Context: an optimization exercise on an open-source flow, tuned for small area and a short achievable clock period. The choices shown serve that exercise and are no tape-out recipe.
RTL that was checked went through simulation tests only; none was proved equivalent to the original.
The clock input has no modelled driver; a real chip could not lean on it and would need a root buffer or a full tree.
Power figures rest on the tool's default switching activity, not on a simulated workload.

==> run a: inputs <==
// mult_unsigned
module mult_unsigned (
	input clk, rst,
	input [15:0] A,
	input [23:0] B,
	output [39:0] result
);
reg [15:0] ra;
reg [23:0] rb;
reg [99:0] r2;
reg [39:0] r3, r4, r5;
reg [3:0] v;
wire one1;
wire two2;
wire pp3;
wire pp4;
wire pp5;
wire pp6;
wire pp7;
wire pp8;
wire pp9;
wire pp10;
wire pp11;
wire pp12;
wire pp13;
wire pp14;
wire pp15;
wire pp16;
wire pp17;
wire pp18;
wire pp19;
wire pp20;
wire pp21;
wire pp22;
wire pp23;
wire pp24;
wire pp25;
wire pp26;
wire pp27;
wire ns28;
wire one29;
wire two30;
wire pp31;
wire pp32;
wire pp33;
wire pp34;
wire pp35;
wire pp36;
wire pp37;
wire pp38;
wire pp39;
wire pp40;
wire pp41;
wire pp42;
wire pp43;
wire pp44;
wire pp45;
wire pp46;
wire pp47;
wire pp48;
wire pp49;
wire pp50;
wire pp51;
wire pp52;
wire pp53;
wire pp54;
wire pp55;
wire ns56;
wire one57;
wire two58;
wire pp59;
wire pp60;
wire pp61;
wire pp62;
wire pp63;
wire pp64;
wire pp65;
wire pp66;
wire pp67;
wire pp68;
wire pp69;
wire pp70;
wire pp71;
wire pp72;
wire pp73;
wire pp74;
wire pp75;
wire pp76;
wire pp77;
wire pp78;
wire pp79;
wire pp80;
wire pp81;
wire pp82;
wire pp83;
wire ns84;
wire one85;
wire two86;
wire pp87;
wire pp88;
wire pp89;
wire pp90;
wire pp91;
wire pp92;
wire pp93;
wire pp94;
wire pp95;
wire pp96;
wire pp97;
wire pp98;
wire pp99;
wire pp100;
wire pp101;
wire pp102;
wire pp103;
wire pp104;
wire pp105;
wire pp106;
wire pp107;
wire pp108;
wire pp109;
wire pp110;
wire pp111;
wire ns112;
wire one113;
wire two114;
wire pp115;
wire pp116;
wire pp117;
wire pp118;
wire pp119;
wire pp120;
wire pp121;
wire pp122;
wire pp123;
wire pp124;
wire pp125;
wire pp126;
wire pp127;
wire pp128;
wire pp129;
wire pp130;
wire pp131;
wire pp132;
wire pp133;
wire pp134;
wire pp135;
wire pp136;
wire pp137;
wire pp138;
wire pp139;
wire ns140;
wire one141;
wire two142;
wire pp143;
wire pp144;
wire pp145;
wire pp146;
wire pp147;
wire pp148;
wire pp149;
wire pp150;
wire pp151;
wire pp152;
wire pp153;
wire pp154;
wire pp155;
wire pp156;
wire pp157;
wire pp158;
wire pp159;
wire pp160;
wire pp161;
wire pp162;
wire pp163;
wire pp164;
wire pp165;
wire pp166;
wire pp167;
wire ns168;
wire one169;
wire two170;
wire pp171;
wire pp172;
wire pp173;
wire pp174;
wire pp175;
wire pp176;
wire pp177;
wire pp178;
wire pp179;
wire pp180;
wire pp181;
wire pp182;
wire pp183;
wire pp184;
wire pp185;
  ...
Settings: LEC_CHECK=0, ABC_CLOCK_PERIOD_IN_PS=1500, CAP_MARGIN=20, CORE_MARGIN=2, CORE_UTILIZATION=40, SLEW_MARGIN=20; clock period 8.0 ns.
run.sh (not shown) runs the stock make flow with config.mk's settings and CLKGATE_MAP_FILE= SYNTH_SCRIPT=/design/flow/synth_recipe.tcl, a recipe that flattens the netlist after the stock synthesis.
==> run b (differences from run a) <==
Settings changed: ABC_CLOCK_PERIOD_IN_PS 1500 to not set.
==> notes <==
Utilization is the same in run b and run a.
Design area is the same in run b and run a.
Combinational power is about the same in run a and run b.
Non-clock buffer count is the same in run a and run b.
Cell count is the same in run a and run b.
Function was not checked in any run of this note: the RTL went through the layout flow alone.


==> inputs of run B <==
Another version of the RTL of mult_unsigned (not shown whole).
Design mult_unsigned, start of the top module:
module mult_unsigned (
	input clk, rst,
	input [15:0] A,
	input [23:0] B,
	output [39:0] result
);
reg [23:0] rb;
reg [7:0] r_one, r_two, r_neg;
reg r_a15;
reg [78:0] r2;
reg [39:0] r3, r4, r5;
reg [3:0] v;
wire [16:0] ax = {A, 1'b0};
wire [7:0] e_one, e_two, e_neg;
genvar gi;
generate for (gi = 0; gi < 8; gi = gi + 1) begin : enc
	assign e_one[gi] = ax[2*gi+1] ^ ax[2*gi];
	assign e_two[gi] = (ax[2*gi+2] & ~ax[2*gi+1] & ~ax[2*gi]) | (~ax[2*gi+2] & ax[2*gi+1] & ax[2*gi]);
	assign e_neg[gi] = ax[2*gi+2];
end endgenerate
wire pp1;
wire pp2;
wire pp3;
wire pp4;
wire pp5;
wire pp6;
wire pp7;
wire pp8;
wire pp9;
wire pp10;
wire pp11;
wire pp12;
wire pp13;
wire pp14;
wire pp15;
wire pp16;
wire pp17;
wire pp18;
wire pp19;
wire pp20;
wire pp21;
wire pp22;
wire pp23;
wire pp24;
wire pp25;
wire ns26;
wire pp27;
wire pp28;
wire pp29;
wire pp30;
wire pp31;
wire pp32;
wire pp33;
wire pp34;
wire pp35;
wire pp36;
wire pp37;
wire pp38;
wire pp39;
wire pp40;
wire pp41;
wire pp42;
wire pp43;
wire pp44;
wire pp45;
wire pp46;
wire pp47;
wire pp48;
wire pp49;
wire pp50;
wire pp51;
wire ns52;
wire pp53;
wire pp54;
wire pp55;
wire pp56;
wire pp57;
wire pp58;
wire pp59;
wire pp60;
wire pp61;
wire pp62;
wire pp63;
wire pp64;
wire pp65;
wire pp66;
wire pp67;
wire pp68;
wire pp69;
wire pp70;
wire pp71;
wire pp72;
wire pp73;
wire pp74;
wire pp75;
wire pp76;
wire pp77;
wire ns78;
wire pp79;
wire pp80;
wire pp81;
wire pp82;
wire pp83;
wire pp84;
wire pp85;
wire pp86;
wire pp87;
wire pp88;
wire pp89;
wire pp90;
wire pp91;
wire pp92;
wire pp93;
wire pp94;
wire pp95;
wire pp96;
wire pp97;
wire pp98;
wire pp99;
wire pp100;
wire pp101;
wire pp102;
wire pp103;
wire ns104;
wire pp105;
wire pp106;
wire pp107;
wire pp108;
wire pp109;
wire pp110;
wire pp111;
wire pp112;
wire pp113;
wire pp114;
  ...
==> flow/config.mk <==
export PLATFORM = sky130hd
export DESIGN_NAME = mult_unsigned
export DESIGN_NICKNAME = mult_unsigned
export VERILOG_FILES = /design/flow/design.v
export SDC_FILE = /design/flow/constraint.sdc
export NUM_CORES = 4
export LEC_CHECK = 0
export CAP_MARGIN = 20
export CORE_MARGIN = 2
export CORE_UTILIZATION = 40
export SETUP_SLACK_MARGIN = 5
export SLEW_MARGIN = 20
export SYNTH_HIERARCHICAL = 1
export SYNTH_MINIMUM_KEEP_SIZE = 0
==> flow/constraint.sdc <==
create_clock -name core_clock -period 8.0 [get_ports {clk}]
set_input_delay 1.6000 -clock core_clock [delete_from_list [all_inputs] [get_ports {clk}]]
set_output_delay 1.6000 -clock core_clock [all_outputs]
set_load 0.01 [all_outputs]
standard.sh (not shown) runs the stock make flow with config.mk's settings and CLKGATE_MAP_FILE= SYNTH_SCRIPT=/design/flow/synth_recipe.tcl, a recipe that flattens the netlist after the stock synthesis.
==> flow/flow/run.sh <==
#!/bin/bash
# Layout flow: the standard synthesis unchanged, then the standard ORFS
# steps with plain buffers on the ports and the setup-repair target below.
set -euo pipefail
bash standard.sh synth > synth.log 2>&1
sed -e 's/SETUP_SLACK_MARGIN=[-0-9.]*/SETUP_SLACK_MARGIN=5.58/' standard.sh > layout.sh
export BUFFER_PORTS_ARGS="-buffer_cell sky130_fd_sc_hd__buf_1"
export PRE_CTS_TCL=$(pwd)/flow/manual_cts.tcl MCTS_LEAVES=12 MCTS_ROOTS=4 MCTS_CLASSES='r2:sky130_fd_sc_hd__dlygate4sd3_1+sky130_fd_sc_hd__dlygate4sd1_1 r3:sky130_fd_sc_hd__dlygate4sd3_1+sky130_fd_sc_hd__dlygate4sd3_1 r4:sky130_fd_sc_hd__dlygate4sd3_1+sky130_fd_sc_hd__dlygate4sd3_1' REMOVE_ABC_BUFFERS=1
bash layout.sh finish > layout.log 2>&1
==> flow/flow/manual_cts.tcl <==
# Two-level clock tree built by hand, in place of the flow's clock tree
# synthesis: the clock port drives a few root buffers; each root buffer drives
# the leaf buffers of its region, and each leaf buffer drives one cluster of
# flip-flops (k-means on their positions). Every register gets the same two
# buffer stages; no register's clock is delayed on purpose.
proc mcts_kmeans {pts k} {
  # pts: list of {x y}; returns {assign cx cy counts}
  set n [llength $pts]
  set sorted [lsort -real -index 0 $pts]
  set cx {}; set cy {}
  for {set i 0} {$i < $k} {incr i} {
    set s [lindex $sorted [expr {int(($i + 0.5) * $n / $k)}]]
    lappend cx [lindex $s 0]; lappend cy [lindex $s 1]
  }
  for {set iter 0} {$iter < 40} {incr iter} {
    set sx [lrepeat $k 0.0]; set sy [lrepeat $k 0.0]; set sc [lrepeat $k 0]
    set assign {}
    foreach s $pts {
      set best 0; set bd 1e30
      for {set i 0} {$i < $k} {incr i} {
        set d [expr {abs([lindex $s 0] - [lindex $cx $i]) + abs([lindex $s 1] - [lindex $cy $i])}]
        if {$d < $bd} { set bd $d; set best $i }
      }
      lappend assign $best
      lset sx $best [expr {[lindex $sx $best] + [lindex $s 0]}]
      lset sy $best [expr {[lindex $sy $best] + [lindex $s 1]}]
      lset sc $best [expr {[lindex $sc $best] + 1}]
    }
    for {set i 0} {$i < $k} {incr i} {
      if {[lindex $sc $i] > 0} {
        lset cx $i [expr {[lindex $sx $i] / [lindex $sc $i]}]
        lset cy $i [expr {[lindex $sy $i] / [lindex $sc $i]}]
      }
    }
  }
  return [list $assign $cx $cy $sc]
}

# capacity-limited assignment of points to centres (nearest first), with the
# centres moved to their points' mean, repeated
proc mcts_balance {pts cx cy cap} {
  set n [llength $pts]
  set k [llength $cx]
  for {set iter 0} {$iter < 10} {incr iter} {
    set pairs {}
    for {set l 0} {$l < $n} {incr l} {
      set p [lindex $pts $l]
      for {set r 0} {$r < $k} {incr r} {
        lappend pairs [list [expr {abs([lindex $p 0] - [lindex $cx $r]) + abs([lindex $p 1] - [lindex $cy $r])}] $l $r]
      }
    }
    set assign [lrepeat $n -1]
    set sc [lrepeat $k 0]
    foreach pr [lsort -real -index 0 $pairs] {
      lassign $pr d l r
      if {[lindex $assign $l] >= 0 || [lindex $sc $r] >= $cap} { continue }
      lset assign $l $r
      lset sc $r [expr {[lindex $sc $r] + 1}]
    }
    set sx [lrepeat $k 0.0]; set sy [lrepeat $k 0.0]
    for {set l 0} {$l < $n} {incr l} {
      set r [lindex $assign $l]
      lset sx $r [expr {[lindex $sx $r] + [lindex $pts $l 0]}]
      lset sy $r [expr {[lindex $sy $r] + [lindex $pts $l 1]}]
    }
    for {set r 0} {$r < $k} {incr r} {
      if {[lindex $sc $r] > 0} { lset cx $r [expr {[lindex $sx $r] / [lindex $sc $r]}]; lset cy $r [expr {[lindex $sy $r] / [lindex $sc $r]}] }
    }
  }
  return [list $assign $cx $cy $sc]
}

proc mcts_build {nleaf nroot} {
  set block [ord::get_db_block]
  set db [ord::get_db]
  set clknet [[$block findBTerm clk] getNet]
  set master [$db findMaster sky130_fd_sc_hd__clkbuf_16]
  set lmaster $master
  if {[info exists ::env(MCTS_LEAF_CELL)]} { set lmaster [$db findMaster $::env(MCTS_LEAF_CELL)] }
  # register classes: "prefix:cell+cell ..." puts the named delay cells in
  # front of the leaf buffers of the registers whose names start with prefix
  set classes {{"" {}}}
  if {[info exists ::env(MCTS_CLASSES)]} {
    foreach c $::env(MCTS_CLASSES) {
      lassign [split $c :] pre chain
      lappend classes [list $pre [split $chain +]]
    }
  }
  set sinks {}
  foreach it [$clknet getITerms] {
    set inst [$it getInst]
    set name [$inst getName]
    set cls 0
    for {set c 1} {$c < [llength $classes]} {incr c} {
      if {[string match "[lindex $classes $c 0]*" $name]} { set cls $c; break }
    }
    set loc [$inst getLocation]
    set m [$inst getMaster]
    lappend sinks [list $it $cls [expr {[lindex $loc 0] + [$m getWidth] / 2}] [expr {[lindex $loc 1] + [$m getHeight] / 2}]]
  }
  set n [llength $sinks]
  set cap [expr {int(ceil(double($n) / $nleaf))}]
  # leaf clusters, class by class
  set leaves {}
  set sink_leaf {}
  for {set c 0} {$c < [llength $classes]} {incr c} {
    set pts {}; set its {}
    foreach s $sinks {
      if {[lindex $s 1] == $c} { lappend pts [lrange $s 2 3]; lappend its [lindex $s 0] }
    }
    if {[llength $pts] == 0} { continue }
    set k [expr {max(1, int(ceil(double([llength $pts]) / $cap)))}]
    lassign [mcts_kmeans $pts $k] assign cx cy sc
    lassign [mcts_balance $pts $cx $cy [expr {int(ceil(double([llength $pts]) / $k))}]] assign cx cy sc
    set base [llength $leaves]
    for {set i 0} {$i < $k} {incr i} { lappend leaves [list [lindex $cx $i] [lindex $cy $i] $c [lindex $sc $i]] }
    set j 0
    foreach it $its { lappend sink_leaf [list $it [expr {$base + [lindex $assign $j]}]]; incr j }
  }
  set nl [llength $leaves]
  set lpts {}
  foreach l $leaves { lappend lpts [lrange $l 0 1] }
  lassign [mcts_kmeans $lpts $nroot] rassign rcx rcy rsc
  lassign [mcts_balance $lpts $rcx $rcy [expr {int(ceil(double($nl) / $nroot))}]] rassign rcx rcy rsc
  set rootnets {}
  for {set r 0} {$r < $nroot} {incr r} {
    if {[lindex $rsc $r] == 0} { lappend rootnets {}; continue }
    set root [odb::dbInst_create $block $master mcts_root_$r]
    $root setLocation [expr {int([lindex $rcx $r])}] [expr {int([lindex $rcy $r])}]
    $root setPlacementStatus PLACED
    [$root findITerm A] connect $clknet
    set rnet [odb::dbNet_create $block mcts_root_net_$r]
    $rnet setSigType CLOCK
    [$root findITerm X] connect $rnet
    lappend rootnets $rnet
  }
  set leafnets {}
  for {set i 0} {$i < $nl} {incr i} {
    lassign [lindex $leaves $i] x y c cnt
    set x [expr {int($x)}]; set y [expr {int($y)}]
    set drv [lindex $rootnets [lindex $rassign $i]]
    set d 0
    foreach cell [lindex $classes $c 1] {
      set dl [odb::dbInst_create $block [$db findMaster $cell] mcts_dly_${i}_$d]
      $dl setLocation $x $y
      $dl setPlacementStatus PLACED
      [$dl findITerm A] connect $drv
      set dnet [odb::dbNet_create $block mcts_dly_net_${i}_$d]
      $dnet setSigType CLOCK
      [$dl findITerm X] connect $dnet
      set drv $dnet
      incr d
    }
    set leaf [odb::dbInst_create $block $lmaster mcts_leaf_$i]
    $leaf setLocation $x $y
    $leaf setPlacementStatus PLACED
    [$leaf findITerm A] connect $drv
    set lnet [odb::dbNet_create $block mcts_leaf_net_$i]
    $lnet setSigType CLOCK
    [$leaf findITerm X] connect $lnet
    lappend leafnets $lnet
  }
  foreach sl $sink_leaf {
    set it [lindex $sl 0]
    $it disconnect
    $it connect [lindex $leafnets [lindex $sl 1]]
  }
  puts "manual clock tree: $n sinks, $nl leaf buffers, $nroot root buffers $rsc, classes $classes"
}

set mcts_leaves 10
set mcts_roots 3
if {[info exists ::env(MCTS_LEAVES)]} { set mcts_leaves $::env(MCTS_LEAVES) }
if {[info exists ::env(MCTS_ROOTS)]} { set mcts_roots $::env(MCTS_ROOTS) }
mcts_build $mcts_leaves $mcts_roots
set_propagated_clock [all_clocks]
# the tree is built: the flow's clock_tree_synthesis call becomes a no-op
rename clock_tree_synthesis mcts_orig_clock_tree_synthesis
proc clock_tree_synthesis {args} { puts "clock_tree_synthesis skipped: manual clock tree" }
==> run F: changes against run B <==
==> flow/flow/run.sh (replaced) <==
#!/bin/bash
# Layout flow: the standard synthesis unchanged, then the standard ORFS
# steps with plain buffers on the ports and the setup-repair target below.
set -euo pipefail
bash standard.sh synth > synth.log 2>&1
sed -e 's/SETUP_SLACK_MARGIN=[-0-9.]*/SETUP_SLACK_MARGIN=5.5/' standard.sh > layout.sh
export BUFFER_PORTS_ARGS="-buffer_cell sky130_fd_sc_hd__buf_1"
export PRE_CTS_TCL=$(pwd)/flow/manual_cts.tcl MCTS_LEAVES=14 MCTS_ROOTS=4 MCTS_CLASSES='r2:sky130_fd_sc_hd__dlygate4sd3_1+sky130_fd_sc_hd__dlygate4sd1_1 r3:sky130_fd_sc_hd__dlygate4sd3_1+sky130_fd_sc_hd__dlygate4sd3_1 r4:sky130_fd_sc_hd__dlygate4sd3_1+sky130_fd_sc_hd__dlygate4sd3_1' REMOVE_ABC_BUFFERS=1
bash layout.sh finish > layout.log 2>&1
==> report_table.html <==
<table>
<tr><th>Metric</th><th>Value</th></tr>
<tr><th colspan="2">STA</th></tr>
<tr><td>Layout Skew</td><td>1.25 ns</td></tr>
<tr><td>Final worst path period share</td><td>0.303</td></tr>
<tr><td>Final critical-path required period</td><td>2.42 ns</td></tr>
<tr><th colspan="2">Routing</th></tr>
<tr><td>First drt pass iteration count</td><td>6</td></tr>
<tr><td>Routed vias/inst</td><td>5.35</td></tr>
<tr><th colspan="2">Status</th></tr>
<tr><td>Status</td><td>no timing/DRC/antenna violations</td></tr>
<tr><th colspan="2">Critical path</th></tr>
<tr><td>Arrival time at the worst endpoint</td><td>0.82 ns</td></tr>
<tr><td>Capturing element of the worst setup path</td><td>result[8]</td></tr>
<tr><th colspan="2">Global route</th></tr>
<tr><td>Via count of the first global-routing pass</td><td>10.1k</td></tr>
<tr><td>Fraction of met2 tracks used by global routing</td><td>0.296</td></tr>
</table>
(the above is from run B)
==> report_table.html <==
<table>
<tr><th>Metric</th><th>Value</th></tr>
<tr><th colspan="2">STA</th></tr>
<tr><td>Layout Skew</td><td>1.19 ns</td></tr>
<tr><td>Final worst path period share</td><td>0.307</td></tr>
<tr><td>Final critical-path required period</td><td>2.46 ns</td></tr>
<tr><th colspan="2">Routing</th></tr>
<tr><td>First drt pass iteration count</td><td>5</td></tr>
<tr><td>Routed vias/inst</td><td>5.32</td></tr>
<tr><th colspan="2">Global route</th></tr>
<tr><td>Via count of the first global-routing pass</td><td>10.1k</td></tr>
<tr><td>Fraction of met2 tracks used by global routing</td><td>0.296</td></tr>
<tr><th colspan="2">Critical path</th></tr>
<tr><td>Capturing element of the worst setup path</td><td>r2[40]</td></tr>
<tr><td>Arrival time at the worst endpoint</td><td>3.40 ns</td></tr>
<tr><th colspan="2">Status</th></tr>
<tr><td>Status</td><td>no timing/DRC/antenna violations</td></tr>
<tr><th colspan="2">Yosys</th></tr>
<tr><td>Flops &amp; latches, synth</td><td>251</td></tr>
</table>
(the above is from run F)
In every run of this note, the design's own scripts or RTL, not TritonCTS, make the clock network.

## separate check: timing with driven ports
How much do the figures lean on ideal ports? The routed layouts below were timed once more, with nothing changed but the port constraints. Step 1 (the two cells are an assumption about what drives the block):
set clk [get_ports {clk}]
set_driving_cell -lib_cell sky130_fd_sc_hd__clkbuf_16 $clk
set_driving_cell -lib_cell sky130_fd_sc_hd__buf_2 [delete_from_list [all_inputs] $clk]
Step 2, shift: input delay + t, output delay - t, t = (earliest + latest rising clock arrival at the registers) / 2. This alone moves slack from input paths to output paths. Three values: no drivers, after step 1, after step 2; two values: the first two.
run | t, ns | slack for setup (ns) | worst hold slack (ns) | latest minus earliest clock arrival (ns) | slew at the worst register clock pin (ns)
run a of note 1 | 0.637 | 1.771 / 1.771 / 1.771 | 0.326 / 0.326 / 0.326 | 0.038 / 0.038 | 0.07 / 0.07
run b of note 1 | 0.637 | 1.771 / 1.771 / 1.771 | 0.326 / 0.326 / 0.326 | 0.038 / 0.038 | 0.07 / 0.07
run B of note 2 | 0.988 | 5.577 / 5.475 / 5.103 | 0.001 / 0.001 / 0.001 | 1.248 / 1.248 | 0.12 / 0.12
run F of note 2 | 0.975 | 5.544 / 5.469 / 5.124 | 0.029 / 0.029 / 0.029 | 1.192 / 1.192 | 0.10 / 0.10
Clock arrivals are far apart in run B of note 2 and run F of note 2, so t is only a midpoint there and step 2 fits no single register. The setup slack of run B of note 2, which loses most, moves by -0.102 ns with the drivers and by -0.474 ns with both steps. The worst setup slack also covers recovery checks on asynchronous resets.
